Context: an optimization exercise on an open-source flow, tuned for small area. The choices shown serve that exercise and are no tape-out recipe.
Function was checked by simulation only, so behaviour that the tests miss may differ from the original.
Power and IR drop assume default switching activity.

==> design.v <==
module p_fa(input a, input b, input c, output s, output co);
  assign s = a ^ b ^ c;
  assign co = (a & b) | (c & (a ^ b));
endmodule
module p_fac(input a, input b, output s, output co);
  assign s = ~(a ^ b);
  assign co = a | b;
endmodule
module p_ha(input a, input b, output s, output co);
  assign s = a ^ b;
  assign co = a & b;
endmodule
module p_nor2(input a, input b, output y);
  assign y = ~(a | b);
endmodule
module p_or2(input a, input b, output y);
  assign y = a | b;
endmodule
module p_and2(input a, input b, output y);
  assign y = a & b;
endmodule
module p_inv(input a, output y);
  assign y = ~a;
endmodule
module p_xor2(input a, input b, output y);
  assign y = a ^ b;
endmodule
module p_xnor2(input a, input b, output y);
  assign y = ~(a ^ b);
endmodule
module p_xor3(input a, input b, input c, output y);
  assign y = a ^ b ^ c;
endmodule
module p_a222oi(input a1, input a2, input b1, input b2, input c1, input c2, output y);
  assign y = ~((a1 & a2) | (b1 & b2) | (c1 & c2));
endmodule
module magnitude_wrapper(
	input aclk,
	input aresetn,
	input s_i_data_valid,
	output reg s_o_data_ready,
	input [31:0] s_i_data,
	output reg m_o_data_valid,
	input m_i_data_ready,
	output [31:0] m_o_data
    );
	reg start, ack;
	reg f1, f2, f3;
	reg [15:0] a_re, a_im;
	reg [31:0] p;         
	reg [31:0] cn;        
	reg pc_12, cnc_12;
	wire tc_12, cvc_12, cdc_12;
	reg pc_20, cnc_20;
	wire tc_20, cvc_20, cdc_20;
	wire acc = s_i_data_valid & ~ack;
	wire [15:0] xn;       
	wire [31:0] t;        
	wire [31:0] cv;       
	wire [31:0] mo;
	wire [31:0] cd;
	wire sel_re = f2;
	wire sel_im = f1 | f3;
	wire sel_pin = ~ack & ~f1;
	wire pm = f1 | (ack & ~f2);
	wire ld_t = m_i_data_ready & f3;
	wire ld_p = m_i_data_ready & ~f3;
	wire hold = ~m_i_data_ready;
	p_a222oi um0 (.a1(sel_re), .a2(a_re[0]), .b1(sel_im), .b2(a_im[0]), .c1(sel_pin), .c2(s_i_data[0]), .y(xn[0]));
	p_a222oi um1 (.a1(sel_re), .a2(a_re[1]), .b1(sel_im), .b2(a_im[1]), .c1(sel_pin), .c2(s_i_data[1]), .y(xn[1]));
	p_a222oi um2 (.a1(sel_re), .a2(a_re[2]), .b1(sel_im), .b2(a_im[2]), .c1(sel_pin), .c2(s_i_data[2]), .y(xn[2]));
	p_a222oi um3 (.a1(sel_re), .a2(a_re[3]), .b1(sel_im), .b2(a_im[3]), .c1(sel_pin), .c2(s_i_data[3]), .y(xn[3]));
	p_a222oi um4 (.a1(sel_re), .a2(a_re[4]), .b1(sel_im), .b2(a_im[4]), .c1(sel_pin), .c2(s_i_data[4]), .y(xn[4]));
	p_a222oi um5 (.a1(sel_re), .a2(a_re[5]), .b1(sel_im), .b2(a_im[5]), .c1(sel_pin), .c2(s_i_data[5]), .y(xn[5]));
	p_a222oi um6 (.a1(sel_re), .a2(a_re[6]), .b1(sel_im), .b2(a_im[6]), .c1(sel_pin), .c2(s_i_data[6]), .y(xn[6]));
	p_a222oi um7 (.a1(sel_re), .a2(a_re[7]), .b1(sel_im), .b2(a_im[7]), .c1(sel_pin), .c2(s_i_data[7]), .y(xn[7]));
	p_a222oi um8 (.a1(sel_re), .a2(a_re[8]), .b1(sel_im), .b2(a_im[8]), .c1(sel_pin), .c2(s_i_data[8]), .y(xn[8]));
	p_a222oi um9 (.a1(sel_re), .a2(a_re[9]), .b1(sel_im), .b2(a_im[9]), .c1(sel_pin), .c2(s_i_data[9]), .y(xn[9]));
	p_a222oi um10 (.a1(sel_re), .a2(a_re[10]), .b1(sel_im), .b2(a_im[10]), .c1(sel_pin), .c2(s_i_data[10]), .y(xn[10]));
	p_a222oi um11 (.a1(sel_re), .a2(a_re[11]), .b1(sel_im), .b2(a_im[11]), .c1(sel_pin), .c2(s_i_data[11]), .y(xn[11]));
	p_a222oi um12 (.a1(sel_re), .a2(a_re[12]), .b1(sel_im), .b2(a_im[12]), .c1(sel_pin), .c2(s_i_data[12]), .y(xn[12]));
	p_a222oi um13 (.a1(sel_re), .a2(a_re[13]), .b1(sel_im), .b2(a_im[13]), .c1(sel_pin), .c2(s_i_data[13]), .y(xn[13]));
	p_a222oi um14 (.a1(sel_re), .a2(a_re[14]), .b1(sel_im), .b2(a_im[14]), .c1(sel_pin), .c2(s_i_data[14]), .y(xn[14]));
	p_a222oi um15 (.a1(sel_re), .a2(a_re[15]), .b1(sel_im), .b2(a_im[15]), .c1(sel_pin), .c2(s_i_data[15]), .y(xn[15]));
	assign t[0] = s_734;
	assign t[1] = s_737;
	assign t[2] = s_740;
	assign t[3] = s_743;
	assign t[4] = s_746;
	assign t[5] = s_749;
	assign t[6] = s_752;
	assign t[7] = s_755;
	assign t[8] = s_758;
	assign t[9] = s_761;
	assign t[10] = s_764;
	assign t[11] = s_767;
	assign t[12] = s_770;
	assign t[13] = s_773;
	assign t[14] = s_776;
	assign t[15] = s_779;
	assign t[16] = s_782;
	assign t[17] = s_785;
	assign t[18] = s_788;
	assign t[19] = s_791;
	assign t[20] = s_611;
	assign t[21] = s_629;
	assign t[22] = s_647;
	assign t[23] = s_662;
	assign t[24] = s_677;
	assign t[25] = s_689;
	assign t[26] = s_701;
	assign t[27] = s_710;
	assign t[28] = s_719;
	assign t[29] = s_725;
	assign t[30] = s_731;
	assign t[31] = s_798;
	assign tc_12 = c_768;
	assign tc_20 = c_792;
	p_a222oi uc0 (.a1(ld_t), .a2(t[0]), .b1(ld_p), .b2(p[0]), .c1(hold), .c2(cv[0]), .y(cd[0]));
	p_inv ui0 (.a(cn[0]), .y(cv[0]));
	p_a222oi uc1 (.a1(ld_t), .a2(t[1]), .b1(ld_p), .b2(p[1]), .c1(hold), .c2(cv[1]), .y(cd[1]));
	p_inv ui1 (.a(cn[1]), .y(cv[1]));
	p_a222oi uc2 (.a1(ld_t), .a2(t[2]), .b1(ld_p), .b2(p[2]), .c1(hold), .c2(cv[2]), .y(cd[2]));
	p_inv ui2 (.a(cn[2]), .y(cv[2]));
	p_a222oi uc3 (.a1(ld_t), .a2(t[3]), .b1(ld_p), .b2(p[3]), .c1(hold), .c2(cv[3]), .y(cd[3]));
	p_inv ui3 (.a(cn[3]), .y(cv[3]));
	p_a222oi uc4 (.a1(ld_t), .a2(t[4]), .b1(ld_p), .b2(p[4]), .c1(hold), .c2(cv[4]), .y(cd[4]));
	p_inv ui4 (.a(cn[4]), .y(cv[4]));
	p_a222oi uc5 (.a1(ld_t), .a2(t[5]), .b1(ld_p), .b2(p[5]), .c1(hold), .c2(cv[5]), .y(cd[5]));
	p_inv ui5 (.a(cn[5]), .y(cv[5]));
	p_a222oi uc6 (.a1(ld_t), .a2(t[6]), .b1(ld_p), .b2(p[6]), .c1(hold), .c2(cv[6]), .y(cd[6]));
	p_inv ui6 (.a(cn[6]), .y(cv[6]));
	p_a222oi uc7 (.a1(ld_t), .a2(t[7]), .b1(ld_p), .b2(p[7]), .c1(hold), .c2(cv[7]), .y(cd[7]));
	p_inv ui7 (.a(cn[7]), .y(cv[7]));
	p_a222oi uc8 (.a1(ld_t), .a2(t[8]), .b1(ld_p), .b2(p[8]), .c1(hold), .c2(cv[8]), .y(cd[8]));
	p_inv ui8 (.a(cn[8]), .y(cv[8]));
	p_a222oi uc9 (.a1(ld_t), .a2(t[9]), .b1(ld_p), .b2(p[9]), .c1(hold), .c2(cv[9]), .y(cd[9]));
	p_inv ui9 (.a(cn[9]), .y(cv[9]));
	p_a222oi uc10 (.a1(ld_t), .a2(t[10]), .b1(ld_p), .b2(p[10]), .c1(hold), .c2(cv[10]), .y(cd[10]));
	p_inv ui10 (.a(cn[10]), .y(cv[10]));
	p_a222oi uc11 (.a1(ld_t), .a2(t[11]), .b1(ld_p), .b2(p[11]), .c1(hold), .c2(cv[11]), .y(cd[11]));
	p_inv ui11 (.a(cn[11]), .y(cv[11]));
	p_a222oi uc12 (.a1(ld_t), .a2(t[12]), .b1(ld_p), .b2(p[12]), .c1(hold), .c2(cv[12]), .y(cd[12]));
	p_inv ui12 (.a(cn[12]), .y(cv[12]));
	p_a222oi uc13 (.a1(ld_t), .a2(t[13]), .b1(ld_p), .b2(p[13]), .c1(hold), .c2(cv[13]), .y(cd[13]));
	p_inv ui13 (.a(cn[13]), .y(cv[13]));
	p_a222oi uc14 (.a1(ld_t), .a2(t[14]), .b1(ld_p), .b2(p[14]), .c1(hold), .c2(cv[14]), .y(cd[14]));
	p_inv ui14 (.a(cn[14]), .y(cv[14]));
	p_a222oi uc15 (.a1(ld_t), .a2(t[15]), .b1(ld_p), .b2(p[15]), .c1(hold), .c2(cv[15]), .y(cd[15]));
	p_inv ui15 (.a(cn[15]), .y(cv[15]));
	p_a222oi uc16 (.a1(ld_t), .a2(t[16]), .b1(ld_p), .b2(p[16]), .c1(hold), .c2(cv[16]), .y(cd[16]));
	p_inv ui16 (.a(cn[16]), .y(cv[16]));
	p_a222oi uc17 (.a1(ld_t), .a2(t[17]), .b1(ld_p), .b2(p[17]), .c1(hold), .c2(cv[17]), .y(cd[17]));
	p_inv ui17 (.a(cn[17]), .y(cv[17]));
	p_a222oi uc18 (.a1(ld_t), .a2(t[18]), .b1(ld_p), .b2(p[18]), .c1(hold), .c2(cv[18]), .y(cd[18]));
	p_inv ui18 (.a(cn[18]), .y(cv[18]));
	p_a222oi uc19 (.a1(ld_t), .a2(t[19]), .b1(ld_p), .b2(p[19]), .c1(hold), .c2(cv[19]), .y(cd[19]));
	p_inv ui19 (.a(cn[19]), .y(cv[19]));
	p_a222oi uc20 (.a1(ld_t), .a2(t[20]), .b1(ld_p), .b2(p[20]), .c1(hold), .c2(cv[20]), .y(cd[20]));
	p_inv ui20 (.a(cn[20]), .y(cv[20]));
	p_a222oi uc21 (.a1(ld_t), .a2(t[21]), .b1(ld_p), .b2(p[21]), .c1(hold), .c2(cv[21]), .y(cd[21]));
	p_inv ui21 (.a(cn[21]), .y(cv[21]));
	p_a222oi uc22 (.a1(ld_t), .a2(t[22]), .b1(ld_p), .b2(p[22]), .c1(hold), .c2(cv[22]), .y(cd[22]));
	p_inv ui22 (.a(cn[22]), .y(cv[22]));
	p_a222oi uc23 (.a1(ld_t), .a2(t[23]), .b1(ld_p), .b2(p[23]), .c1(hold), .c2(cv[23]), .y(cd[23]));
	p_inv ui23 (.a(cn[23]), .y(cv[23]));
	p_a222oi uc24 (.a1(ld_t), .a2(t[24]), .b1(ld_p), .b2(p[24]), .c1(hold), .c2(cv[24]), .y(cd[24]));
	p_inv ui24 (.a(cn[24]), .y(cv[24]));
	p_a222oi uc25 (.a1(ld_t), .a2(t[25]), .b1(ld_p), .b2(p[25]), .c1(hold), .c2(cv[25]), .y(cd[25]));
	p_inv ui25 (.a(cn[25]), .y(cv[25]));
	p_a222oi uc26 (.a1(ld_t), .a2(t[26]), .b1(ld_p), .b2(p[26]), .c1(hold), .c2(cv[26]), .y(cd[26]));
	p_inv ui26 (.a(cn[26]), .y(cv[26]));
	p_a222oi uc27 (.a1(ld_t), .a2(t[27]), .b1(ld_p), .b2(p[27]), .c1(hold), .c2(cv[27]), .y(cd[27]));
	p_inv ui27 (.a(cn[27]), .y(cv[27]));
	p_a222oi uc28 (.a1(ld_t), .a2(t[28]), .b1(ld_p), .b2(p[28]), .c1(hold), .c2(cv[28]), .y(cd[28]));
	p_inv ui28 (.a(cn[28]), .y(cv[28]));
	p_a222oi uc29 (.a1(ld_t), .a2(t[29]), .b1(ld_p), .b2(p[29]), .c1(hold), .c2(cv[29]), .y(cd[29]));
	p_inv ui29 (.a(cn[29]), .y(cv[29]));
	p_a222oi uc30 (.a1(ld_t), .a2(t[30]), .b1(ld_p), .b2(p[30]), .c1(hold), .c2(cv[30]), .y(cd[30]));
	p_inv ui30 (.a(cn[30]), .y(cv[30]));
	p_a222oi uc31 (.a1(ld_t), .a2(t[31]), .b1(ld_p), .b2(p[31]), .c1(hold), .c2(cv[31]), .y(cd[31]));
	p_inv ui31 (.a(cn[31]), .y(cv[31]));
	p_a222oi ucc12 (.a1(ld_t), .a2(tc_12), .b1(ld_p), .b2(pc_12), .c1(hold), .c2(cvc_12), .y(cdc_12));
	p_inv uic12 (.a(cnc_12), .y(cvc_12));
	p_a222oi ucc20 (.a1(ld_t), .a2(tc_20), .b1(ld_p), .b2(pc_20), .c1(hold), .c2(cvc_20), .y(cdc_20));
	p_inv uic20 (.a(cnc_20), .y(cvc_20));
	assign mo[0] = cv[0];
	assign mo[1] = cv[1];
	assign mo[2] = cv[2];
	assign mo[3] = cv[3];
	assign mo[4] = cv[4];
	assign mo[5] = cv[5];
	assign mo[6] = cv[6];
	assign mo[7] = cv[7];
	assign mo[8] = cv[8];
	assign mo[9] = cv[9];
	assign mo[10] = cv[10];
	assign mo[11] = cv[11];
	assign m_o_data = mo;
	wire dg_1;
	wire pp_3;
	wire pp_5;
	wire pp_7;
	wire pp_9;
	wire pp_11;
	wire pp_13;
	wire pp_15;
	wire pp_17;
	wire pp_19;
	wire pp_21;
	wire pp_23;
	wire pp_25;
	wire pp_27;
	wire pp_29;
	wire pp_31;
	wire dg_33;
	wire pp_35;
	wire pp_37;
	wire pp_39;
	wire pp_41;
	wire pp_43;
	wire pp_45;
	wire pp_47;
	wire pp_49;
	wire pp_51;
	wire pp_53;
	wire pp_55;
	wire pp_57;
	wire pp_59;
	wire pp_61;
	wire dg_63;
	wire pp_65;
	wire pp_67;
	wire pp_69;
	wire pp_71;
	wire pp_73;
	wire pp_75;
	wire pp_77;
	wire pp_79;
	wire pp_81;
	wire pp_83;
	wire pp_85;
	wire pp_87;
	wire pp_89;
	wire dg_91;
	wire pp_93;
	wire pp_95;
	wire pp_97;
	wire pp_99;
	wire pp_101;
	wire pp_103;
	wire pp_105;
	wire pp_107;
	wire pp_109;
	wire pp_111;
	wire pp_113;
	wire pp_115;
	wire dg_117;
	wire pp_119;
	wire pp_121;
	wire pp_123;
	wire pp_125;
	wire pp_127;
	wire pp_129;
	wire pp_131;
	wire pp_133;
	wire pp_135;
	wire pp_137;
	wire pp_139;
	wire dg_141;
	wire pp_143;
	wire pp_145;
	wire pp_147;
	wire pp_149;
	wire pp_151;
	wire pp_153;
	wire pp_155;
	wire pp_157;
	wire pp_159;
	wire pp_161;
	wire dg_163;
	wire pp_165;
	wire pp_167;
	wire pp_169;
	wire pp_171;
	wire pp_173;
	wire pp_175;
	wire pp_177;
	wire pp_179;
	wire pp_181;
	wire dg_183;
	wire pp_185;
	wire pp_187;
	wire pp_189;
	wire pp_191;
	wire pp_193;
	wire pp_195;
	wire pp_197;
	wire pp_199;
	wire dg_201;
	wire pp_203;
	wire pp_205;
	wire pp_207;
	wire pp_209;
	wire pp_211;
	wire pp_213;
	wire pp_215;
	wire dg_217;
	wire pp_219;
	wire pp_221;
	wire pp_223;
	wire pp_225;
	wire pp_227;
	wire pp_229;
	wire dg_231;
	wire pp_233;
	wire pp_235;
	wire pp_237;
	wire pp_239;
	wire pp_241;
	wire dg_243;
	wire pp_245;
	wire pp_247;
	wire pp_249;
	wire pp_251;
	wire dg_253;
	wire pp_255;
	wire pp_257;
	wire pp_259;
	wire dg_261;
	wire pp_263;
	wire pp_265;
	wire dg_267;
	wire pp_269;
	wire dg_271;
	wire pm_273;
	wire pm_275;
	wire pm_277;
	wire pm_279;
	wire pm_281;
	wire pm_283;
	wire pm_285;
	wire pm_287;
	wire pm_289;
	wire pm_291;
	wire pm_293;
	wire pm_295;
	wire pm_297;
	wire pm_299;
	wire pm_301;
	wire pm_303;
	wire pm_305;
	wire pm_307;
	wire pm_309;
	wire pm_311;
	wire pm_313;
	wire pm_315;
	wire pm_317;
	wire pm_319;
	wire pm_321;
	wire pm_323;
	wire pm_325;
	wire pm_327;
	wire pm_329;
	wire pm_331;
	wire pm_333;
	wire pm_335;
	wire pmc_337;
	wire pmc_339;
	wire s_341;
	wire c_342;
	wire s_344;
	wire c_345;
	wire s_347;
	wire c_348;
	wire s_350;
	wire c_351;
	wire s_353;
	wire c_354;
	wire s_356;
	wire c_357;
	wire s_359;
	wire c_360;
	wire s_362;
	wire c_363;
	wire s_365;
	wire c_366;
	wire s_368;
	wire c_369;
	wire s_371;
	wire c_372;
	wire s_374;
	wire c_375;
	wire s_377;
	wire c_378;
	wire s_380;
	wire c_381;
	wire s_383;
	wire c_384;
	wire s_386;
	wire c_387;
	wire s_389;
	wire c_390;
	wire s_392;
	wire c_393;
	wire s_395;
	wire c_396;
	wire s_398;
	wire c_399;
	wire s_401;
	wire c_402;
	wire s_404;
	wire c_405;
	wire s_407;
	wire c_408;
	wire s_410;
	wire c_411;
	wire s_413;
	wire c_414;
	wire s_416;
	wire c_417;
	wire s_419;
	wire c_420;
	wire s_422;
	wire c_423;
	wire s_425;
	wire c_426;
	wire s_428;
	wire c_429;
	wire s_431;
	wire c_432;
	wire s_434;
	wire c_435;
	wire s_437;
	wire c_438;
	wire s_440;
	wire c_441;
	wire s_443;
	wire c_444;
	wire s_446;
	wire c_447;
	wire s_449;
	wire c_450;
	wire s_452;
	wire c_453;
	wire s_455;
	wire c_456;
	wire s_458;
	wire c_459;
	wire s_461;
	wire c_462;
	wire s_464;
	wire c_465;
	wire s_467;
	wire c_468;
	wire s_470;
	wire c_471;
	wire s_473;
	wire c_474;
	wire s_476;
	wire c_477;
	wire s_479;
	wire c_480;
	wire s_482;
	wire c_483;
	wire s_485;
	wire c_486;
	wire s_488;
	wire c_489;
	wire s_491;
	wire c_492;
	wire s_494;
	wire c_495;
	wire s_497;
	wire c_498;
	wire s_500;
	wire c_501;
	wire s_503;
	wire c_504;
	wire s_506;
	wire c_507;
	wire s_509;
	wire c_510;
	wire s_512;
	wire c_513;
	wire s_515;
	wire c_516;
	wire s_518;
	wire c_519;
	wire s_521;
	wire c_522;
	wire s_524;
	wire c_525;
	wire s_527;
	wire c_528;
	wire s_530;
	wire c_531;
	wire s_533;
	wire c_534;
	wire s_536;
	wire c_537;
	wire s_539;
	wire c_540;
	wire s_542;
	wire c_543;
	wire s_545;
	wire c_546;
	wire s_548;
	wire c_549;
	wire s_551;
	wire c_552;
	wire s_554;
	wire c_555;
	wire s_557;
	wire c_558;
	wire s_560;
	wire c_561;
	wire s_563;
	wire c_564;
	wire s_566;
	wire c_567;
	wire s_569;
	wire c_570;
	wire s_572;
	wire c_573;
	wire s_575;
	wire c_576;
	wire s_578;
	wire c_579;
	wire s_581;
	wire c_582;
	wire s_584;
	wire c_585;
	wire s_587;
	wire c_588;
	wire s_590;
	wire c_591;
	wire s_593;
	wire c_594;
	wire s_596;
	wire c_597;
	wire s_599;
	wire c_600;
	wire s_602;
	wire c_603;
	wire s_605;
	wire c_606;
	wire s_608;
	wire c_609;
	wire s_611;
	wire c_612;
	wire s_614;
	wire c_615;
	wire s_617;
	wire c_618;
	wire s_620;
	wire c_621;
	wire s_623;
	wire c_624;
	wire s_626;
	wire c_627;
	wire s_629;
	wire c_630;
	wire s_632;
	wire c_633;
	wire s_635;
	wire c_636;
	wire s_638;
	wire c_639;
	wire s_641;
	wire c_642;
	wire s_644;
	wire c_645;
	wire s_647;
	wire c_648;
	wire s_650;
	wire c_651;
	wire s_653;
	wire c_654;
	wire s_656;
	wire c_657;
	wire s_659;
	wire c_660;
	wire s_662;
	wire c_663;
	wire s_665;
	wire c_666;
	wire s_668;
	wire c_669;
	wire s_671;
	wire c_672;
	wire s_674;
	wire c_675;
	wire s_677;
	wire c_678;
	wire s_680;
	wire c_681;
	wire s_683;
	wire c_684;
	wire s_686;
	wire c_687;
	wire s_689;
	wire c_690;
	wire s_692;
	wire c_693;
	wire s_695;
	wire c_696;
	wire s_698;
	wire c_699;
	wire s_701;
	wire c_702;
	wire s_704;
	wire c_705;
	wire s_707;
	wire c_708;
	wire s_710;
	wire c_711;
	wire s_713;
	wire c_714;
	wire s_716;
	wire c_717;
	wire s_719;
	wire c_720;
	wire s_722;
	wire c_723;
	wire s_725;
	wire c_726;
	wire s_728;
	wire c_729;
	wire s_731;
	wire c_732;
	wire s_734;
	wire c_735;
	wire s_737;
	wire c_738;
	wire s_740;
	wire c_741;
	wire s_743;
	wire c_744;
	wire s_746;
	wire c_747;
	wire s_749;
	wire c_750;
	wire s_752;
	wire c_753;
	wire s_755;
	wire c_756;
	wire s_758;
	wire c_759;
	wire s_761;
	wire c_762;
	wire s_764;
	wire c_765;
	wire s_767;
	wire c_768;
	wire s_770;
	wire c_771;
	wire s_773;
	wire c_774;
	wire s_776;
	wire c_777;
	wire s_779;
	wire c_780;
	wire s_782;
	wire c_783;
	wire s_785;
	wire c_786;
	wire s_788;
	wire c_789;
	wire s_791;
	wire c_792;
	wire s_794;
	wire s_796;
	wire s_798;
	wire e_800;
	wire e_802;
	wire e_804;
	wire e_806;
	wire e_808;
	wire e_810;
	wire e_812;
	wire e_814;
	wire e_816;
	wire e_818;
	wire e_820;
	wire e_822;
	wire e_824;
	wire e_826;
	wire e_828;
	wire e_830;
	wire e_832;
	wire e_834;
	wire e_836;
  p_inv u2 (.a(xn[0]), .y(dg_1));
  p_nor2 u4 (.a(xn[0]), .b(xn[1]), .y(pp_3));
  p_nor2 u6 (.a(xn[0]), .b(xn[2]), .y(pp_5));
  p_nor2 u8 (.a(xn[0]), .b(xn[3]), .y(pp_7));
  p_nor2 u10 (.a(xn[0]), .b(xn[4]), .y(pp_9));
  p_nor2 u12 (.a(xn[0]), .b(xn[5]), .y(pp_11));
  p_nor2 u14 (.a(xn[0]), .b(xn[6]), .y(pp_13));
  p_nor2 u16 (.a(xn[0]), .b(xn[7]), .y(pp_15));
  p_nor2 u18 (.a(xn[0]), .b(xn[8]), .y(pp_17));
  p_nor2 u20 (.a(xn[0]), .b(xn[9]), .y(pp_19));
  p_nor2 u22 (.a(xn[0]), .b(xn[10]), .y(pp_21));
  p_nor2 u24 (.a(xn[0]), .b(xn[11]), .y(pp_23));
  p_nor2 u26 (.a(xn[0]), .b(xn[12]), .y(pp_25));
  p_nor2 u28 (.a(xn[0]), .b(xn[13]), .y(pp_27));
  p_nor2 u30 (.a(xn[0]), .b(xn[14]), .y(pp_29));
  p_or2 u32 (.a(xn[0]), .b(xn[15]), .y(pp_31));
  p_inv u34 (.a(xn[1]), .y(dg_33));
  p_nor2 u36 (.a(xn[1]), .b(xn[2]), .y(pp_35));
  p_nor2 u38 (.a(xn[1]), .b(xn[3]), .y(pp_37));
  p_nor2 u40 (.a(xn[1]), .b(xn[4]), .y(pp_39));
  p_nor2 u42 (.a(xn[1]), .b(xn[5]), .y(pp_41));
  p_nor2 u44 (.a(xn[1]), .b(xn[6]), .y(pp_43));
  p_nor2 u46 (.a(xn[1]), .b(xn[7]), .y(pp_45));
  p_nor2 u48 (.a(xn[1]), .b(xn[8]), .y(pp_47));
  p_nor2 u50 (.a(xn[1]), .b(xn[9]), .y(pp_49));
  p_nor2 u52 (.a(xn[1]), .b(xn[10]), .y(pp_51));
  p_nor2 u54 (.a(xn[1]), .b(xn[11]), .y(pp_53));
  p_nor2 u56 (.a(xn[1]), .b(xn[12]), .y(pp_55));
  p_nor2 u58 (.a(xn[1]), .b(xn[13]), .y(pp_57));
  p_nor2 u60 (.a(xn[1]), .b(xn[14]), .y(pp_59));
  p_or2 u62 (.a(xn[1]), .b(xn[15]), .y(pp_61));
  p_inv u64 (.a(xn[2]), .y(dg_63));
  p_nor2 u66 (.a(xn[2]), .b(xn[3]), .y(pp_65));
  p_nor2 u68 (.a(xn[2]), .b(xn[4]), .y(pp_67));
  p_nor2 u70 (.a(xn[2]), .b(xn[5]), .y(pp_69));
  p_nor2 u72 (.a(xn[2]), .b(xn[6]), .y(pp_71));
  p_nor2 u74 (.a(xn[2]), .b(xn[7]), .y(pp_73));
  p_nor2 u76 (.a(xn[2]), .b(xn[8]), .y(pp_75));
  p_nor2 u78 (.a(xn[2]), .b(xn[9]), .y(pp_77));
  p_nor2 u80 (.a(xn[2]), .b(xn[10]), .y(pp_79));
  p_nor2 u82 (.a(xn[2]), .b(xn[11]), .y(pp_81));
  p_nor2 u84 (.a(xn[2]), .b(xn[12]), .y(pp_83));
  p_nor2 u86 (.a(xn[2]), .b(xn[13]), .y(pp_85));
  p_nor2 u88 (.a(xn[2]), .b(xn[14]), .y(pp_87));
  p_or2 u90 (.a(xn[2]), .b(xn[15]), .y(pp_89));
  p_inv u92 (.a(xn[3]), .y(dg_91));
  p_nor2 u94 (.a(xn[3]), .b(xn[4]), .y(pp_93));
  p_nor2 u96 (.a(xn[3]), .b(xn[5]), .y(pp_95));
  p_nor2 u98 (.a(xn[3]), .b(xn[6]), .y(pp_97));
  p_nor2 u100 (.a(xn[3]), .b(xn[7]), .y(pp_99));
  p_nor2 u102 (.a(xn[3]), .b(xn[8]), .y(pp_101));
  p_nor2 u104 (.a(xn[3]), .b(xn[9]), .y(pp_103));
  p_nor2 u106 (.a(xn[3]), .b(xn[10]), .y(pp_105));
  p_nor2 u108 (.a(xn[3]), .b(xn[11]), .y(pp_107));
  p_nor2 u110 (.a(xn[3]), .b(xn[12]), .y(pp_109));
  p_nor2 u112 (.a(xn[3]), .b(xn[13]), .y(pp_111));
  p_nor2 u114 (.a(xn[3]), .b(xn[14]), .y(pp_113));
  p_or2 u116 (.a(xn[3]), .b(xn[15]), .y(pp_115));
  p_inv u118 (.a(xn[4]), .y(dg_117));
  p_nor2 u120 (.a(xn[4]), .b(xn[5]), .y(pp_119));
  p_nor2 u122 (.a(xn[4]), .b(xn[6]), .y(pp_121));
  p_nor2 u124 (.a(xn[4]), .b(xn[7]), .y(pp_123));
  p_nor2 u126 (.a(xn[4]), .b(xn[8]), .y(pp_125));
  p_nor2 u128 (.a(xn[4]), .b(xn[9]), .y(pp_127));
  p_nor2 u130 (.a(xn[4]), .b(xn[10]), .y(pp_129));
  p_nor2 u132 (.a(xn[4]), .b(xn[11]), .y(pp_131));
  p_nor2 u134 (.a(xn[4]), .b(xn[12]), .y(pp_133));
  p_nor2 u136 (.a(xn[4]), .b(xn[13]), .y(pp_135));
  p_nor2 u138 (.a(xn[4]), .b(xn[14]), .y(pp_137));
  p_or2 u140 (.a(xn[4]), .b(xn[15]), .y(pp_139));
  p_inv u142 (.a(xn[5]), .y(dg_141));
  p_nor2 u144 (.a(xn[5]), .b(xn[6]), .y(pp_143));
  p_nor2 u146 (.a(xn[5]), .b(xn[7]), .y(pp_145));
  p_nor2 u148 (.a(xn[5]), .b(xn[8]), .y(pp_147));
  p_nor2 u150 (.a(xn[5]), .b(xn[9]), .y(pp_149));
  p_nor2 u152 (.a(xn[5]), .b(xn[10]), .y(pp_151));
  p_nor2 u154 (.a(xn[5]), .b(xn[11]), .y(pp_153));
  p_nor2 u156 (.a(xn[5]), .b(xn[12]), .y(pp_155));
  p_nor2 u158 (.a(xn[5]), .b(xn[13]), .y(pp_157));
  p_nor2 u160 (.a(xn[5]), .b(xn[14]), .y(pp_159));
  p_or2 u162 (.a(xn[5]), .b(xn[15]), .y(pp_161));
  p_inv u164 (.a(xn[6]), .y(dg_163));
  p_nor2 u166 (.a(xn[6]), .b(xn[7]), .y(pp_165));
  p_nor2 u168 (.a(xn[6]), .b(xn[8]), .y(pp_167));
  p_nor2 u170 (.a(xn[6]), .b(xn[9]), .y(pp_169));
  p_nor2 u172 (.a(xn[6]), .b(xn[10]), .y(pp_171));
  p_nor2 u174 (.a(xn[6]), .b(xn[11]), .y(pp_173));
  p_nor2 u176 (.a(xn[6]), .b(xn[12]), .y(pp_175));
  p_nor2 u178 (.a(xn[6]), .b(xn[13]), .y(pp_177));
  p_nor2 u180 (.a(xn[6]), .b(xn[14]), .y(pp_179));
  p_or2 u182 (.a(xn[6]), .b(xn[15]), .y(pp_181));
  p_inv u184 (.a(xn[7]), .y(dg_183));
  p_nor2 u186 (.a(xn[7]), .b(xn[8]), .y(pp_185));
  p_nor2 u188 (.a(xn[7]), .b(xn[9]), .y(pp_187));
  p_nor2 u190 (.a(xn[7]), .b(xn[10]), .y(pp_189));
  p_nor2 u192 (.a(xn[7]), .b(xn[11]), .y(pp_191));
  p_nor2 u194 (.a(xn[7]), .b(xn[12]), .y(pp_193));
  p_nor2 u196 (.a(xn[7]), .b(xn[13]), .y(pp_195));
  p_nor2 u198 (.a(xn[7]), .b(xn[14]), .y(pp_197));
  p_or2 u200 (.a(xn[7]), .b(xn[15]), .y(pp_199));
  p_inv u202 (.a(xn[8]), .y(dg_201));
  p_nor2 u204 (.a(xn[8]), .b(xn[9]), .y(pp_203));
  p_nor2 u206 (.a(xn[8]), .b(xn[10]), .y(pp_205));
  p_nor2 u208 (.a(xn[8]), .b(xn[11]), .y(pp_207));
  p_nor2 u210 (.a(xn[8]), .b(xn[12]), .y(pp_209));
  p_nor2 u212 (.a(xn[8]), .b(xn[13]), .y(pp_211));
  p_nor2 u214 (.a(xn[8]), .b(xn[14]), .y(pp_213));
  p_or2 u216 (.a(xn[8]), .b(xn[15]), .y(pp_215));
  p_inv u218 (.a(xn[9]), .y(dg_217));
  p_nor2 u220 (.a(xn[9]), .b(xn[10]), .y(pp_219));
  p_nor2 u222 (.a(xn[9]), .b(xn[11]), .y(pp_221));
  p_nor2 u224 (.a(xn[9]), .b(xn[12]), .y(pp_223));
  p_nor2 u226 (.a(xn[9]), .b(xn[13]), .y(pp_225));
  p_nor2 u228 (.a(xn[9]), .b(xn[14]), .y(pp_227));
  p_or2 u230 (.a(xn[9]), .b(xn[15]), .y(pp_229));
  p_inv u232 (.a(xn[10]), .y(dg_231));
  p_nor2 u234 (.a(xn[10]), .b(xn[11]), .y(pp_233));
  p_nor2 u236 (.a(xn[10]), .b(xn[12]), .y(pp_235));
  p_nor2 u238 (.a(xn[10]), .b(xn[13]), .y(pp_237));
  p_nor2 u240 (.a(xn[10]), .b(xn[14]), .y(pp_239));
  p_or2 u242 (.a(xn[10]), .b(xn[15]), .y(pp_241));
  p_inv u244 (.a(xn[11]), .y(dg_243));
  p_nor2 u246 (.a(xn[11]), .b(xn[12]), .y(pp_245));
  p_nor2 u248 (.a(xn[11]), .b(xn[13]), .y(pp_247));
  p_nor2 u250 (.a(xn[11]), .b(xn[14]), .y(pp_249));
  p_or2 u252 (.a(xn[11]), .b(xn[15]), .y(pp_251));
  p_inv u254 (.a(xn[12]), .y(dg_253));
  p_nor2 u256 (.a(xn[12]), .b(xn[13]), .y(pp_255));
  p_nor2 u258 (.a(xn[12]), .b(xn[14]), .y(pp_257));
  p_or2 u260 (.a(xn[12]), .b(xn[15]), .y(pp_259));
  p_inv u262 (.a(xn[13]), .y(dg_261));
  p_nor2 u264 (.a(xn[13]), .b(xn[14]), .y(pp_263));
  p_or2 u266 (.a(xn[13]), .b(xn[15]), .y(pp_265));
  p_inv u268 (.a(xn[14]), .y(dg_267));
  p_or2 u270 (.a(xn[14]), .b(xn[15]), .y(pp_269));
  p_inv u272 (.a(xn[15]), .y(dg_271));
  p_and2 u274 (.a(p[0]), .b(pm), .y(pm_273));
  p_and2 u276 (.a(p[1]), .b(pm), .y(pm_275));
  p_and2 u278 (.a(p[2]), .b(pm), .y(pm_277));
  p_and2 u280 (.a(p[3]), .b(pm), .y(pm_279));
  p_and2 u282 (.a(p[4]), .b(pm), .y(pm_281));
  p_and2 u284 (.a(p[5]), .b(pm), .y(pm_283));
  p_and2 u286 (.a(p[6]), .b(pm), .y(pm_285));
  p_and2 u288 (.a(p[7]), .b(pm), .y(pm_287));
  p_and2 u290 (.a(p[8]), .b(pm), .y(pm_289));
  p_and2 u292 (.a(p[9]), .b(pm), .y(pm_291));
  p_and2 u294 (.a(p[10]), .b(pm), .y(pm_293));
  p_and2 u296 (.a(p[11]), .b(pm), .y(pm_295));
  p_and2 u298 (.a(p[12]), .b(pm), .y(pm_297));
  p_and2 u300 (.a(p[13]), .b(pm), .y(pm_299));
  p_and2 u302 (.a(p[14]), .b(pm), .y(pm_301));
  p_and2 u304 (.a(p[15]), .b(pm), .y(pm_303));
  p_and2 u306 (.a(p[16]), .b(pm), .y(pm_305));
  p_and2 u308 (.a(p[17]), .b(pm), .y(pm_307));
  p_and2 u310 (.a(p[18]), .b(pm), .y(pm_309));
  p_and2 u312 (.a(p[19]), .b(pm), .y(pm_311));
  p_and2 u314 (.a(p[20]), .b(pm), .y(pm_313));
  p_and2 u316 (.a(p[21]), .b(pm), .y(pm_315));
  p_and2 u318 (.a(p[22]), .b(pm), .y(pm_317));
  p_and2 u320 (.a(p[23]), .b(pm), .y(pm_319));
  p_and2 u322 (.a(p[24]), .b(pm), .y(pm_321));
  p_and2 u324 (.a(p[25]), .b(pm), .y(pm_323));
  p_and2 u326 (.a(p[26]), .b(pm), .y(pm_325));
  p_and2 u328 (.a(p[27]), .b(pm), .y(pm_327));
  p_and2 u330 (.a(p[28]), .b(pm), .y(pm_329));
  p_and2 u332 (.a(p[29]), .b(pm), .y(pm_331));
  p_and2 u334 (.a(p[30]), .b(pm), .y(pm_333));
  p_and2 u336 (.a(p[31]), .b(pm), .y(pm_335));
  p_and2 u338 (.a(pc_12), .b(pm), .y(pmc_337));
  p_and2 u340 (.a(pc_20), .b(pm), .y(pmc_339));
  p_fac u343 (.a(pm_305), .b(dg_201), .s(s_341), .co(c_342));
  p_fa u346 (.a(pm_277), .b(dg_33), .c(pp_3), .s(s_344), .co(c_345));
  p_fa u349 (.a(pm_279), .b(pp_5), .c(c_345), .s(s_347), .co(c_348));
  p_fa u352 (.a(pm_281), .b(dg_63), .c(pp_35), .s(s_350), .co(c_351));
  p_fa u355 (.a(pp_7), .b(s_350), .c(c_348), .s(s_353), .co(c_354));
  p_fa u358 (.a(pm_283), .b(pp_37), .c(pp_9), .s(s_356), .co(c_357));
  p_fa u361 (.a(c_351), .b(s_356), .c(c_354), .s(s_359), .co(c_360));
  p_fa u364 (.a(pm_285), .b(dg_91), .c(pp_11), .s(s_362), .co(c_363));
  p_fa u367 (.a(pp_39), .b(pp_65), .c(c_357), .s(s_365), .co(c_366));
  p_fa u370 (.a(s_362), .b(s_365), .c(c_360), .s(s_368), .co(c_369));
  p_fa u373 (.a(pm_287), .b(pp_13), .c(pp_41), .s(s_371), .co(c_372));
  p_fa u376 (.a(pp_67), .b(c_363), .c(s_371), .s(s_374), .co(c_375));
  p_fa u379 (.a(c_366), .b(s_374), .c(c_369), .s(s_377), .co(c_378));
  p_fa u382 (.a(pm_289), .b(dg_117), .c(pp_15), .s(s_380), .co(c_381));
  p_fa u385 (.a(pp_43), .b(pp_69), .c(pp_93), .s(s_383), .co(c_384));
  p_fa u388 (.a(c_372), .b(s_380), .c(s_383), .s(s_386), .co(c_387));
  p_fa u391 (.a(c_375), .b(s_386), .c(c_378), .s(s_389), .co(c_390));
  p_fa u394 (.a(pm_291), .b(pp_17), .c(pp_45), .s(s_392), .co(c_393));
  p_fa u397 (.a(pp_71), .b(pp_95), .c(c_381), .s(s_395), .co(c_396));
  p_fa u400 (.a(c_384), .b(s_392), .c(s_395), .s(s_398), .co(c_399));
  p_fa u403 (.a(c_387), .b(s_398), .c(c_390), .s(s_401), .co(c_402));
  p_fa u406 (.a(pm_293), .b(dg_141), .c(pp_119), .s(s_404), .co(c_405));
  p_fa u409 (.a(pp_19), .b(pp_47), .c(pp_73), .s(s_407), .co(c_408));
  p_fa u412 (.a(pp_97), .b(c_393), .c(s_404), .s(s_410), .co(c_411));
  p_fa u415 (.a(s_407), .b(c_396), .c(s_410), .s(s_413), .co(c_414));
  p_fa u418 (.a(c_399), .b(s_413), .c(c_402), .s(s_416), .co(c_417));
  p_fa u421 (.a(pm_295), .b(pp_121), .c(pp_21), .s(s_419), .co(c_420));
  p_fa u424 (.a(pp_49), .b(pp_75), .c(pp_99), .s(s_422), .co(c_423));
  p_fa u427 (.a(c_405), .b(c_408), .c(s_419), .s(s_425), .co(c_426));
  p_fa u430 (.a(s_422), .b(c_411), .c(s_425), .s(s_428), .co(c_429));
  p_fa u433 (.a(c_414), .b(s_428), .c(c_417), .s(s_431), .co(c_432));
  p_fa u436 (.a(pm_297), .b(pmc_337), .c(dg_163), .s(s_434), .co(c_435));
  p_fa u439 (.a(pp_101), .b(pp_123), .c(pp_143), .s(s_437), .co(c_438));
  p_fa u442 (.a(pp_23), .b(pp_51), .c(pp_77), .s(s_440), .co(c_441));
  p_fa u445 (.a(c_420), .b(s_434), .c(c_423), .s(s_443), .co(c_444));
  p_fa u448 (.a(s_437), .b(s_440), .c(c_426), .s(s_446), .co(c_447));
  p_fa u451 (.a(s_443), .b(c_429), .c(s_446), .s(s_449), .co(c_450));
  p_fa u454 (.a(pm_299), .b(pp_103), .c(pp_125), .s(s_452), .co(c_453));
  p_fa u457 (.a(pp_145), .b(pp_25), .c(pp_53), .s(s_455), .co(c_456));
  p_fa u460 (.a(pp_79), .b(c_435), .c(c_438), .s(s_458), .co(c_459));
  p_fa u463 (.a(c_441), .b(s_452), .c(s_455), .s(s_461), .co(c_462));
  p_fa u466 (.a(c_444), .b(s_458), .c(s_461), .s(s_464), .co(c_465));
  p_fa u469 (.a(c_447), .b(s_464), .c(c_450), .s(s_467), .co(c_468));
  p_fa u472 (.a(pm_301), .b(dg_183), .c(pp_105), .s(s_470), .co(c_471));
  p_fa u475 (.a(pp_127), .b(pp_147), .c(pp_165), .s(s_473), .co(c_474));
  p_fa u478 (.a(pp_27), .b(pp_55), .c(pp_81), .s(s_476), .co(c_477));
  p_fa u481 (.a(c_453), .b(c_456), .c(s_470), .s(s_479), .co(c_480));
  p_fa u484 (.a(s_473), .b(s_476), .c(c_459), .s(s_482), .co(c_483));
  p_fa u487 (.a(c_462), .b(s_479), .c(s_482), .s(s_485), .co(c_486));
  p_fa u490 (.a(c_465), .b(s_485), .c(c_468), .s(s_488), .co(c_489));
  p_fa u493 (.a(pm_303), .b(pp_107), .c(pp_129), .s(s_491), .co(c_492));
  p_fa u496 (.a(pp_149), .b(pp_167), .c(pp_29), .s(s_494), .co(c_495));
  p_fa u499 (.a(pp_57), .b(pp_83), .c(c_471), .s(s_497), .co(c_498));
  p_fa u502 (.a(c_474), .b(c_477), .c(s_491), .s(s_500), .co(c_501));
  p_fa u505 (.a(s_494), .b(c_480), .c(s_497), .s(s_503), .co(c_504));
  p_fa u508 (.a(s_500), .b(c_483), .c(s_503), .s(s_506), .co(c_507));
  p_fa u511 (.a(c_486), .b(s_506), .c(c_489), .s(s_509), .co(c_510));
  p_fa u514 (.a(pp_109), .b(pp_131), .c(pp_151), .s(s_512), .co(c_513));
  p_fa u517 (.a(pp_169), .b(pp_185), .c(pp_31), .s(s_515), .co(c_516));
  p_fa u520 (.a(pp_59), .b(pp_85), .c(s_341), .s(s_518), .co(c_519));
  p_fa u523 (.a(c_492), .b(c_495), .c(s_512), .s(s_521), .co(c_522));
  p_fa u526 (.a(s_515), .b(s_518), .c(c_498), .s(s_524), .co(c_525));
  p_fa u529 (.a(c_501), .b(s_521), .c(s_524), .s(s_527), .co(c_528));
  p_fa u532 (.a(c_504), .b(s_527), .c(c_507), .s(s_530), .co(c_531));
  p_fa u535 (.a(pm_307), .b(pp_111), .c(pp_133), .s(s_533), .co(c_534));
  p_fa u538 (.a(pp_153), .b(pp_171), .c(pp_187), .s(s_536), .co(c_537));
  p_fa u541 (.a(pp_61), .b(pp_87), .c(c_342), .s(s_539), .co(c_540));
  p_fa u544 (.a(c_513), .b(c_516), .c(s_533), .s(s_542), .co(c_543));
  p_fa u547 (.a(s_536), .b(c_519), .c(s_539), .s(s_545), .co(c_546));
  p_fa u550 (.a(c_522), .b(s_542), .c(s_545), .s(s_548), .co(c_549));
  p_fa u553 (.a(c_525), .b(s_548), .c(c_528), .s(s_551), .co(c_552));
  p_fa u556 (.a(pm_309), .b(dg_217), .c(pp_113), .s(s_554), .co(c_555));
  p_fa u559 (.a(pp_135), .b(pp_155), .c(pp_173), .s(s_557), .co(c_558));
  p_fa u562 (.a(pp_189), .b(pp_203), .c(pp_89), .s(s_560), .co(c_561));
  p_fa u565 (.a(c_534), .b(c_537), .c(s_554), .s(s_563), .co(c_564));
  p_fa u568 (.a(s_557), .b(s_560), .c(c_540), .s(s_566), .co(c_567));
  p_fa u571 (.a(c_543), .b(s_563), .c(c_546), .s(s_569), .co(c_570));
  p_fa u574 (.a(s_566), .b(c_549), .c(s_569), .s(s_572), .co(c_573));
  p_fa u577 (.a(pm_311), .b(pp_115), .c(pp_137), .s(s_575), .co(c_576));
  p_fa u580 (.a(pp_157), .b(pp_175), .c(pp_191), .s(s_578), .co(c_579));
  p_fa u583 (.a(pp_205), .b(c_555), .c(c_558), .s(s_581), .co(c_582));
  p_fa u586 (.a(c_561), .b(s_575), .c(s_578), .s(s_584), .co(c_585));
  p_fa u589 (.a(c_564), .b(s_581), .c(c_567), .s(s_587), .co(c_588));
  p_fa u592 (.a(s_584), .b(c_570), .c(s_587), .s(s_590), .co(c_591));
  p_fa u595 (.a(pm_313), .b(pmc_339), .c(dg_231), .s(s_593), .co(c_594));
  p_fa u598 (.a(pp_139), .b(pp_159), .c(pp_177), .s(s_596), .co(c_597));
  p_fa u601 (.a(pp_193), .b(pp_207), .c(pp_219), .s(s_599), .co(c_600));
  p_fa u604 (.a(c_576), .b(s_593), .c(c_579), .s(s_602), .co(c_603));
  p_fa u607 (.a(s_596), .b(s_599), .c(c_582), .s(s_605), .co(c_606));
  p_fa u610 (.a(c_585), .b(s_602), .c(s_605), .s(s_608), .co(c_609));
  p_fa u613 (.a(c_588), .b(s_608), .c(c_591), .s(s_611), .co(c_612));
  p_fa u616 (.a(pm_315), .b(pp_161), .c(pp_179), .s(s_614), .co(c_615));
  p_fa u619 (.a(pp_195), .b(pp_209), .c(pp_221), .s(s_617), .co(c_618));
  p_fa u622 (.a(c_594), .b(c_597), .c(c_600), .s(s_620), .co(c_621));
  p_fa u625 (.a(s_614), .b(s_617), .c(c_603), .s(s_623), .co(c_624));
  p_fa u628 (.a(s_620), .b(c_606), .c(s_623), .s(s_626), .co(c_627));
  p_fa u631 (.a(c_609), .b(s_626), .c(c_612), .s(s_629), .co(c_630));
  p_fa u634 (.a(pm_317), .b(dg_243), .c(pp_181), .s(s_632), .co(c_633));
  p_fa u637 (.a(pp_197), .b(pp_211), .c(pp_223), .s(s_635), .co(c_636));
  p_fa u640 (.a(pp_233), .b(c_615), .c(c_618), .s(s_638), .co(c_639));
  p_fa u643 (.a(s_632), .b(s_635), .c(c_621), .s(s_641), .co(c_642));
  p_fa u646 (.a(s_638), .b(c_624), .c(s_641), .s(s_644), .co(c_645));
  p_fa u649 (.a(c_627), .b(s_644), .c(c_630), .s(s_647), .co(c_648));
  p_fa u652 (.a(pm_319), .b(pp_199), .c(pp_213), .s(s_650), .co(c_651));
  p_fa u655 (.a(pp_225), .b(pp_235), .c(c_633), .s(s_653), .co(c_654));
  p_fa u658 (.a(c_636), .b(s_650), .c(c_639), .s(s_656), .co(c_657));
  p_fa u661 (.a(s_653), .b(c_642), .c(s_656), .s(s_659), .co(c_660));
  p_fa u664 (.a(c_645), .b(s_659), .c(c_648), .s(s_662), .co(c_663));
  p_fa u667 (.a(pm_321), .b(dg_253), .c(pp_215), .s(s_665), .co(c_666));
  p_fa u670 (.a(pp_227), .b(pp_237), .c(pp_245), .s(s_668), .co(c_669));
  p_fa u673 (.a(c_651), .b(s_665), .c(s_668), .s(s_671), .co(c_672));
  p_fa u676 (.a(c_654), .b(s_671), .c(c_657), .s(s_674), .co(c_675));
  p_fa u679 (.a(c_660), .b(s_674), .c(c_663), .s(s_677), .co(c_678));
  p_fa u682 (.a(pm_323), .b(pp_229), .c(pp_239), .s(s_680), .co(c_681));
  p_fa u685 (.a(pp_247), .b(c_666), .c(c_669), .s(s_683), .co(c_684));
  p_fa u688 (.a(s_680), .b(c_672), .c(s_683), .s(s_686), .co(c_687));
  p_fa u691 (.a(s_686), .b(c_675), .c(c_678), .s(s_689), .co(c_690));
  p_fa u694 (.a(pm_325), .b(dg_261), .c(pp_241), .s(s_692), .co(c_693));
  p_fa u697 (.a(pp_249), .b(pp_255), .c(c_681), .s(s_695), .co(c_696));
  p_fa u700 (.a(s_692), .b(c_684), .c(s_695), .s(s_698), .co(c_699));
  p_fa u703 (.a(c_687), .b(s_698), .c(c_690), .s(s_701), .co(c_702));
  p_fa u706 (.a(pm_327), .b(pp_251), .c(pp_257), .s(s_704), .co(c_705));
  p_fa u709 (.a(c_693), .b(s_704), .c(c_696), .s(s_707), .co(c_708));
  p_fa u712 (.a(c_699), .b(s_707), .c(c_702), .s(s_710), .co(c_711));
  p_fa u715 (.a(pm_329), .b(dg_267), .c(pp_259), .s(s_713), .co(c_714));
  p_fa u718 (.a(pp_263), .b(c_705), .c(s_713), .s(s_716), .co(c_717));
  p_fa u721 (.a(s_716), .b(c_708), .c(c_711), .s(s_719), .co(c_720));
  p_fa u724 (.a(pm_331), .b(pp_265), .c(c_714), .s(s_722), .co(c_723));
  p_fa u727 (.a(c_717), .b(s_722), .c(c_720), .s(s_725), .co(c_726));
  p_fa u730 (.a(pm_333), .b(dg_271), .c(pp_269), .s(s_728), .co(c_729));
  p_fa u733 (.a(s_728), .b(c_723), .c(c_726), .s(s_731), .co(c_732));
  p_ha u736 (.a(pm_273), .b(dg_1), .s(s_734), .co(c_735));
  p_ha u739 (.a(pm_275), .b(c_735), .s(s_737), .co(c_738));
  p_ha u742 (.a(c_738), .b(s_344), .s(s_740), .co(c_741));
  p_ha u745 (.a(c_741), .b(s_347), .s(s_743), .co(c_744));
  p_ha u748 (.a(c_744), .b(s_353), .s(s_746), .co(c_747));
  p_ha u751 (.a(c_747), .b(s_359), .s(s_749), .co(c_750));
  p_ha u754 (.a(c_750), .b(s_368), .s(s_752), .co(c_753));
  p_ha u757 (.a(c_753), .b(s_377), .s(s_755), .co(c_756));
  p_ha u760 (.a(c_756), .b(s_389), .s(s_758), .co(c_759));
  p_ha u763 (.a(c_759), .b(s_401), .s(s_761), .co(c_762));
  p_ha u766 (.a(c_762), .b(s_416), .s(s_764), .co(c_765));
  p_ha u769 (.a(c_765), .b(s_431), .s(s_767), .co(c_768));
  p_ha u772 (.a(s_449), .b(c_432), .s(s_770), .co(c_771));
  p_ha u775 (.a(s_467), .b(c_771), .s(s_773), .co(c_774));
  p_ha u778 (.a(s_488), .b(c_774), .s(s_776), .co(c_777));
  p_ha u781 (.a(s_509), .b(c_777), .s(s_779), .co(c_780));
  p_fa u784 (.a(s_530), .b(c_510), .c(c_780), .s(s_782), .co(c_783));
  p_fa u787 (.a(s_551), .b(c_531), .c(c_783), .s(s_785), .co(c_786));
  p_fa u790 (.a(s_572), .b(c_552), .c(c_786), .s(s_788), .co(c_789));
  p_fa u793 (.a(s_590), .b(c_573), .c(c_789), .s(s_791), .co(c_792));
  p_xor2 u795 (.a(pm_335), .b(c_729), .y(s_794));
  p_xor2 u797 (.a(s_794), .b(c_732), .y(s_796));
  p_inv u799 (.a(s_796), .y(s_798));
  p_ha u801 (.a(cv[12]), .b(cvc_12), .s(mo[12]), .co(e_800));
  p_ha u803 (.a(cv[13]), .b(e_800), .s(mo[13]), .co(e_802));
  p_ha u805 (.a(cv[14]), .b(e_802), .s(mo[14]), .co(e_804));
  p_ha u807 (.a(cv[15]), .b(e_804), .s(mo[15]), .co(e_806));
  p_ha u809 (.a(cv[16]), .b(e_806), .s(mo[16]), .co(e_808));
  p_ha u811 (.a(cv[17]), .b(e_808), .s(mo[17]), .co(e_810));
  p_ha u813 (.a(cv[18]), .b(e_810), .s(mo[18]), .co(e_812));
  p_ha u815 (.a(cv[19]), .b(e_812), .s(mo[19]), .co(e_814));
  p_fa u817 (.a(cv[20]), .b(cvc_20), .c(e_814), .s(mo[20]), .co(e_816));
  p_ha u819 (.a(cv[21]), .b(e_816), .s(mo[21]), .co(e_818));
  p_ha u821 (.a(cv[22]), .b(e_818), .s(mo[22]), .co(e_820));
  p_ha u823 (.a(cv[23]), .b(e_820), .s(mo[23]), .co(e_822));
  p_ha u825 (.a(cv[24]), .b(e_822), .s(mo[24]), .co(e_824));
  p_ha u827 (.a(cv[25]), .b(e_824), .s(mo[25]), .co(e_826));
  p_ha u829 (.a(cv[26]), .b(e_826), .s(mo[26]), .co(e_828));
  p_ha u831 (.a(cv[27]), .b(e_828), .s(mo[27]), .co(e_830));
  p_ha u833 (.a(cv[28]), .b(e_830), .s(mo[28]), .co(e_832));
  p_ha u835 (.a(cv[29]), .b(e_832), .s(mo[29]), .co(e_834));
  p_ha u837 (.a(cv[30]), .b(e_834), .s(mo[30]), .co(e_836));
  p_xor2 u838 (.a(cv[31]), .b(e_836), .y(mo[31]));
	always @(posedge aclk) begin
		start <= acc | (start & ~ack & aresetn);
		s_o_data_ready <= acc | (s_o_data_ready & aresetn);
		ack <= start;
		f1 <= acc & ~start;
		f2 <= acc & start;
		f3 <= f2;
		if (m_i_data_ready) m_o_data_valid <= ack;
		else if (!aresetn) m_o_data_valid <= 1'b0;
		a_re <= s_i_data[15:0];
		if (acc) a_im <= s_i_data[31:16];
		p <= t;
		cn <= cd;
		pc_12 <= tc_12;
		cnc_12 <= cdc_12;
		pc_20 <= tc_20;
		cnc_20 <= cdc_20;
	end
endmodule
==> run.sh <==
#!/bin/bash
# synth_recipe.tcl (not shown) runs the flow's synth.tcl, then flattens the netlist and writes it again
# the make line also repeats each setting of config.mk as NAME=value (left out here)
make -C /OpenROAD-flow-scripts/flow DESIGN_CONFIG=/design/flow/config.mk WORK_HOME=/design/flow/orfs CLKGATE_MAP_FILE= SYNTH_SCRIPT=/design/flow/synth_recipe.tcl finish
==> config.mk <==
export PLATFORM = sky130hd
export DESIGN_NAME = magnitude_wrapper
export DESIGN_NICKNAME = magnitude_wrapper
export VERILOG_FILES = /design/flow/design.v
export SDC_FILE = /design/flow/constraint.sdc
export NUM_CORES = 4
export LEC_CHECK = 0
export CAP_MARGIN = 20
export CORE_MARGIN = 2
export CORE_UTILIZATION = 40
export SLEW_MARGIN = 20
export SYNTH_HIERARCHICAL = 1
export SYNTH_MINIMUM_KEEP_SIZE = 0
==> constraint.sdc <==
create_clock -name core_clock -period 10.0 [get_ports {aclk}]
set_input_delay 2.0000 -clock core_clock [delete_from_list [all_inputs] [get_ports {aclk}]]
set_output_delay 2.0000 -clock core_clock [all_outputs]
set_load 0.01 [all_outputs]
==> flow_summary.json, run 1 <==
{
  "status": "timing/DRC/antenna clean",
  "syn-cell-area_mm2": 0.00707,
  "cts-htree-levels": 3,
  "finalSetupViolCount": 0,
  "antenna_found_initial": 0,
  "grt_max_degree": 37,
  "met3_length_um": 1110,
  "final_max_slew_viol_count": 0,
  "power_leakage_nw": 3.91,
  "netlist_instances": 568,
  "cp_max_fo": 4,
  "met1_length_um": 6750,
  "max-slew-margin-rel_pct": 47.2,
  "dpl_cell_area_mm2": 0.00822,
  "worstPathArrival_ns": 9.92,
  "cts.sinks": 107,
  "yosysTopAreaCellShare_pct": 38.2,
  "cts_hold_buf": 0,
  "io_pins": 70,
  "path_clk_slew_ns": 0.09,
  "cp-end-kind": "register",
  "clock.fmax_mhz": 104,
  "drcViolationCount": 0,
  "clkLatencyLatePin_ns": 0.37,
  "synth_area_leaders": "fa_1 38%, dfxtp_1 25%, edfxtp_1 7.2%, a222oi_1 7.1%, ha_1 6.2%",
  "gp_congestion": 0.848,
  "cts_made_buffers": 9,
  "crit_top_cell": "fa_1",
  "skew_ns": 0.0152,
  "ys_types": 18,
  "drive_gt1_share_pct": 8.57,
  "start_util_pct": 40.9,
  "dr.pass1.iters": 5,
  "synth_fp_nets": 774,
  "path_cells": "clkdlybuf4s50_1 -> a222oi_1 -> or2_1 -> fa_1 -> fa_1 -> fa_1 -> fa_1 -> fa_1 -> fa_1 -> fa_1 -> fa_1 -> fa_1 -> fa_1 -> fa_1 -> fa_1 -> fa_1 -> fa_1 -> fa_1 -> xor2_1 -> inv_1 -> a222oi_1",
  "nFillCells": 1558,
  "wl_met2_um": 7970,
  "dieArea_mm2": 0.0187,
  "cts_resized": 0,
  "viasPerCell": 5.24,
  "tns_ns": 0,
  "clockBufferDepth": 2,
  "yosysSeqAreaShare_pct": 32.7,
  "yosysWarnings": 7,
  "synth_edf_count": 17,
  "fp-row-count": 48,
  "syn_avg_cell_area_um2": 12.4,
  "worstPathRequired_ns": 10.27,
  "path_class": "in -> reg",
  "cp_slowest_cell": "a222oi_1",
  "final_antenna_net_count": 0,
  "hold_path.class": "reg -> reg",
  "final_cells": 902,
  "cts_root_buffer": "clkbuf_16",
  "ir_drop_mv": 0.243,
  "avgRoutedWirePerCell_um": 17.9,
  "die_h_um": 137,
  "multiInputGateArea_mm2": 0.00445,
  "yosysTopAreaCell": "fa_1",
  "powerDensity_mw_per_mm2": 373,
  "worst_pin_slew_ns": 0.792,
  "dp_hpwl_um": 12000,
  "cap_viol_max_count": 0,
  "core-area_mm2": 0.0173,
  "final_nets": 878,
  "synth_seq_cells": 107,
  "die_w_um": 137,
  "wl_um": 16100,
  "track_usage_pct": 18.8,
  "design_area_mm2": 0.00855,
  "hold_viol": 0,
  "ys.flop_type": "dfxtp_1",
  "final.period_utilization_pct": 96.5,
  "synthArstFlopShare_pct": 0,
  "dp.cells": 886,
  "grt_pass1_vias": 5339,
  "grt.overflow.total": 0,
  "grt_pass1_wl_um": 27000,
  "final-seq-area_mm2": 0.00231,
  "diodes": 0,
  "yosysMostFrequentCell": "fa_1",
  "portBuffers": 69,
  "yosys-top-cells-count": "135 x fa_1, 109 x nor2_1, 90 x dfxtp_1",
  "crit_path_start_kind": "input port",
  "top_layer": "met4",
  "first_iter_violations": 475,
  "area_growth_syn_to_layout_pct": 20.9,
  "vias": 4729,
  "fin_crit_ns": 9.65,
  "postCtsSetupBuffers": 0,
  "rsz0062_at_grt": "no",
  "cts_tree": "yes",
  "max_stage_delay_ns": 0.68
}
-- stage by stage --
stage | setup slack, ns | power (mW) | util [%] | hold WS [ns]
floorplan | 0.228 | 2.18 | - | 0.360
finish | 0.351 | 3.19 | 49.4 | 0.390
detailed placement | -0.0192 | 2.81 | 47.5 | 0.377
CTS | 0.362 | 3.23 | 49.4 | 0.389
global placement | 0.111 | 2.77 | 47.5 | 0.367
global route | 0.0843 | 3.54 | 49.4 | 0.408
-- per-module statistics from Yosys (local to each module, per instance) --
module             cells  copies in the design  flip-flops and latches  cell area, µm²
p_ha                   1                    34                       0            12.5
p_nor2                 1                   105                       0            3.75
p_and2                 1                    34                       0            6.26
p_inv                  1                    51                       0            3.75
p_or2                  1                    15                       0            6.26
p_xor2                 1                     3                       0            8.76
p_fa                   1                   135                       0            20.0
p_fac                  5                     1                       0            27.5
p_a222oi               1                    50                       0            10.0
magnitude_wrapper    136                     1                     107            2490
-- final cells by class --
cell class / instances / share of cell area (%)
Multi-Input combinational cell: 391 / 52.1
Sequential cell: 107 / 27.1
Timing Repair Buffer: 105 / 11.2
Clock inverter: 7 / 1.16
Inverter: 58 / 2.55
Clock buffer: 9 / 2.64
Tap cell: 225 / 3.29
-- sequential cells by signal, indices dropped and copies added (netlist names) --
signal and flops:
start 1, p 32, pc_12 1, cnc_12 1
f2 1, pc_20 1, ack 1, f1 1
m_o_data_valid 1, a_im 16, s_o_data_ready 1, a_re 16
f3 1, cn 32, cnc_20 1
-- worst paths after layout --
kind                       from        endpoint  slack (ns)  cells past startpoint
setup / recovery   s_i_data[15]  cn[31]$_DFF_P_        0.35                     21
setup reg to reg     f2$_DFF_P_  cn[31]$_DFF_P_        1.50                     24
hold reg to reg   start$_DFF_P_     ack$_DFF_P_        0.39                      0
hold / removal    start$_DFF_P_     ack$_DFF_P_        0.39                      0
-- worst max-delay path, delay by kind of cell --
kind	cells	cell delay (ns)
buffers and inverters	2	0.50
adder cells (fa/ha/maj)	15	6.06
AND/OR/NAND/NOR	1	0.21
AO/OA/AOI/OAI	2	0.97
XOR/XNOR	1	0.16
-- cells by family after synthesis --
logic type,count (synthesis),synth area share [%]
adder cells (fa/ha/maj),170,44.4
buffers and inverters,70,4.35
AND/OR/NAND/NOR,166,10.9
AO/OA/AOI/OAI,52,7.28
XOR/XNOR,3,0.372
flip-flops,107,32.7
-- where the power goes --
part           leakage [nW]  switching (mW)  internal [mW]
Combinational          2.84            1.10           1.02
Clock                 0.155           0.192          0.184
Sequential            0.920          0.0535          0.637
-- metal layers --
metal  GRT usage [%]  vias to the layer above
met3            4.07                       23
met2            31.2                      190
met4            5.90                        0
met5               0                        -
met1            24.6                     2404
li1                -                     2112
-- cells in the final DEF (no fill, tap or decap), types with 2 or more instances in the layout --
cell and instances:
and2_1 36, dfxtp_1 90, buf_4 36, nand2_1 3
ha_1 35, xor2_1 3, clkinv_8 3, fa_1 135
clkdlybuf4s50_1 69, inv_12 2, or2_1 15, clkbuf_16 9
inv_1 57, nor2_1 108, edfxtp_1 17, a222oi_1 50
==> inputs of run 2 (changes only) <==
==> flow/run.sh (new file) <==
#!/bin/bash
# Standard layout, but the port buffers are the smallest plain buffer and
# the clock tree uses smaller buffers without dummy loads.
set -euo pipefail
export BUFFER_PORTS_ARGS="-buffer_cell sky130_fd_sc_hd__buf_1"
export CTS_ARGS="-sink_clustering_enable -repair_clock_nets -dont_use_dummy_load -buf_list sky130_fd_sc_hd__clkbuf_8"
bash standard.sh finish > standard_flow.log 2>&1
==> standard.sh (new file) <==
#!/bin/bash
# synth_recipe.tcl (not shown) runs the flow's synth.tcl, then flattens the netlist and writes it again
# the make line also repeats each setting of config.mk as NAME=value (left out here)
make -C /OpenROAD-flow-scripts/flow DESIGN_CONFIG=/design/flow/config.mk WORK_HOME=/design/flow/orfs CLKGATE_MAP_FILE= SYNTH_SCRIPT=/design/flow/synth_recipe.tcl "${@:-finish}"
--- a/config.mk
+++ b/config.mk
@@ -10,2 +10,3 @@
 export CORE_UTILIZATION = 40
+export GPL_TIMING_DRIVEN = 0
 export SLEW_MARGIN = 20
removed: run.sh
==> flow_summary.json, run 2 <==
{
  "ys.flop_type": "dfxtp_1",
  "finalSetupViolCount": 0,
  "fp-row-count": 48,
  "area_growth_syn_to_layout_pct": 15.8,
  "vias": 4845,
  "status": "timing/DRC/antenna clean",
  "pwr-share-clk_pct": 7.5,
  "antenna_found_initial": 0,
  "synth_fp_nets": 774,
  "r2r_setup_slack_ns": 1.03,
  "dp.cells": 914,
  "hold_depth": 0,
  "seq_power_share_pct": 23.4,
  "fin_crit_ns": 9.69,
  "syn_avg_cell_area_um2": 12.4,
  "cts_root_buffer": "clkbuf_8",
  "diodes": 0,
  "grt_pass1_wl_um": 26900,
  "synth_area_leaders": "fa_1 38%, dfxtp_1 25%, edfxtp_1 7.2%, a222oi_1 7.1%, ha_1 6.2%",
  "track_usage_pct": 18.7,
  "avgRoutedWirePerCell_um": 17.0,
  "reg_top3": "cn (32), p (32)",
  "final_cells": 935,
  "final_antenna_net_count": 0,
  "synthArstFlopShare_pct": 0,
  "power_mw": 2.95,
  "whs_endpoint": "ack$_DFF_P_",
  "sw_frac_of_total_pct": 43.4,
  "dr.pass1.iters": 5,
  "nFillCells": 1616,
  "synth_edf_count": 17,
  "powerDensity_mw_per_mm2": 360,
  "final_nets": 918,
  "hold_viol": 0,
  "rr_startpoint": "ack$_DFF_P_",
  "yosysMostFrequentCell": "fa_1",
  "cts_made_buffers": 9,
  "grt_pass1_vias": 5301,
  "p_int_mw": 1.67,
  "wl_um": 15900,
  "skew_ns": 0.0344,
  "netlist_instances": 568,
  "dp_hpwl_um": 12400,
  "ys_types": 18,
  "layout_commonest_cell": "fa_1",
  "ir_drop_mv": 0.248,
  "clockBufferDepth": 2,
  "viasPerCell": 5.18,
  "drcViolationCount": 0
}
run 2: changes by cell type in the layout (fill, tap and decap cells not counted), moves of 2 or more:
cell,previous run,this run
inv_12,2,0
clkinv_8,3,0
clkdlybuf4s18_2,0,9
clkdlybuf4s50_1,69,0
clkbuf_8,0,9
buf_1,0,69
buf_4,36,24
clkbuf_16,9,0
buf_2,0,40
run 2: worst max-delay path by stage:
stage | startpoint | to | slack [ns] | depth (start not counted)
floorplan | s_i_data[13] | cn[31]$_DFF_P_ | 0.23 | 20
global placement | s_i_data[5] | cn[31]$_DFF_P_ | -1.37 | 21
detailed placement | s_i_data[10] | cn[31]$_DFF_P_ | -0.22 | 23
CTS | s_i_data[10] | cn[31]$_DFF_P_ | 0.18 | 23
global route | s_i_data[8] | cn[31]$_DFF_P_ | -0.02 | 27
finish | s_i_data[2] | cn[31]$_DFF_P_ | 0.31 | 24
run 2: cell type report:
class                   instances  area, µm²  share of cell area (%)
well taps                     225        282                    3.44
multi-input cells             391       4460                    54.5
clock buffers                   9        124                    1.51
flip-flops and latches        107       2310                    28.3
repair buffers                133        698                    8.53
plain buffers                  12       90.1                    1.10
inverters                      58        218                    2.66
run 2: timing repair:
item / in CTS / in global routing
setup buffers: 0 / 12
endpoints found under the hold margin: 0 / 0
endpoints found under the setup margin: 0 / 1
run 2: power by group through the flow:
stage,clock network (mW),logic (mW),registers (mW)
floorplan,0,1.50,0.682
global placement,0,1.94,0.694
detailed placement,0,2.01,0.699
CTS,0.230,2.05,0.689
global route,0.244,2.36,0.708
finish,0.220,2.03,0.690
run 2: Yosys stat by module, one instance, submodules excluded:
module,times used,area (µm²),cells
p_fa,135,20.0,1
p_xor2,3,8.76,1
p_nor2,105,3.75,1
p_ha,34,12.5,1
p_fac,1,27.5,5
magnitude_wrapper,1,2490,136
p_and2,34,6.26,1
p_inv,51,3.75,1
p_or2,15,6.26,1
p_a222oi,50,10.0,1
run 2: per-layer routing:
metal  track usage [%]  vias to the layer above  share of wire, %
met5                 0                        -                 0
met4              7.96                        0               2.5
met3              2.74                       28               4.7
met2              29.7                      143                48
met1              25.5                     2494                45
li1                  -                     2180                 -
run 2: cells by family after synthesis:
kind of cell    after synthesis  share of synthesized area [%]
fa+ha+maj                   170                           44.4
xor+xnor                      3                          0.372
compound gates               52                           7.28
simple gates                166                           10.9
buf+inv                      70                           4.35
flops                       107                           32.7
run 2: per-stage QoR:
stage | area [µm²] | hold WS [ns] | util (%)
final | 8180 | 0.395 | 47.3
after global routing | 8180 | 0.416 | 47.3
after global placement | 7610 | 0.367 | 44.0
after floorplan | 7070 | 0.360 | -
after CTS | 8090 | 0.399 | 46.8
after detailed placement | 7970 | 0.382 | 46.1
run 2: critical path, cell delays in order:
cell and delay, ns:
buf_1 0.08, a222oi_1 0.30, clkdlybuf4s18_2 0.32, buf_2 0.20, buf_2 0.19, or2_1 0.13
fa_1 0.45, fa_1 0.44, fa_1 0.46, fa_1 0.39, fa_1 0.38, fa_1 0.39
fa_1 0.39, fa_1 0.41, fa_1 0.43, fa_1 0.42, fa_1 0.43, fa_1 0.41
fa_1 0.40, fa_1 0.39, fa_1 0.38, xor2_1 0.19, inv_1 0.08, a222oi_1 0.30

==> static timing again, ports no longer ideal <==
The flow's constraints put no driver on any port. The routed layouts listed below were extracted and timed again, unchanged, in two steps.
Step 1 sets driving cells, clkbuf_16 on the clock port and buf_2 on the other inputs (assumed; they add their load-dependent delay and slew).
Step 2 also shifts input and output timing later by t, the mid clock arrival at the registers, as if the neighbouring blocks saw the same clock.
Slacks: no drivers / after step 1 / after step 2; pairs: no drivers / after step 1.
run	t, ns	setup slack, ns
run 1	0.402	0.351 / 0.370 / -0.032
run 2	0.416	0.315 / 0.331 / -0.085
With both steps, setup timing fails in run 1 and run 2, where it was met with ideal ports.
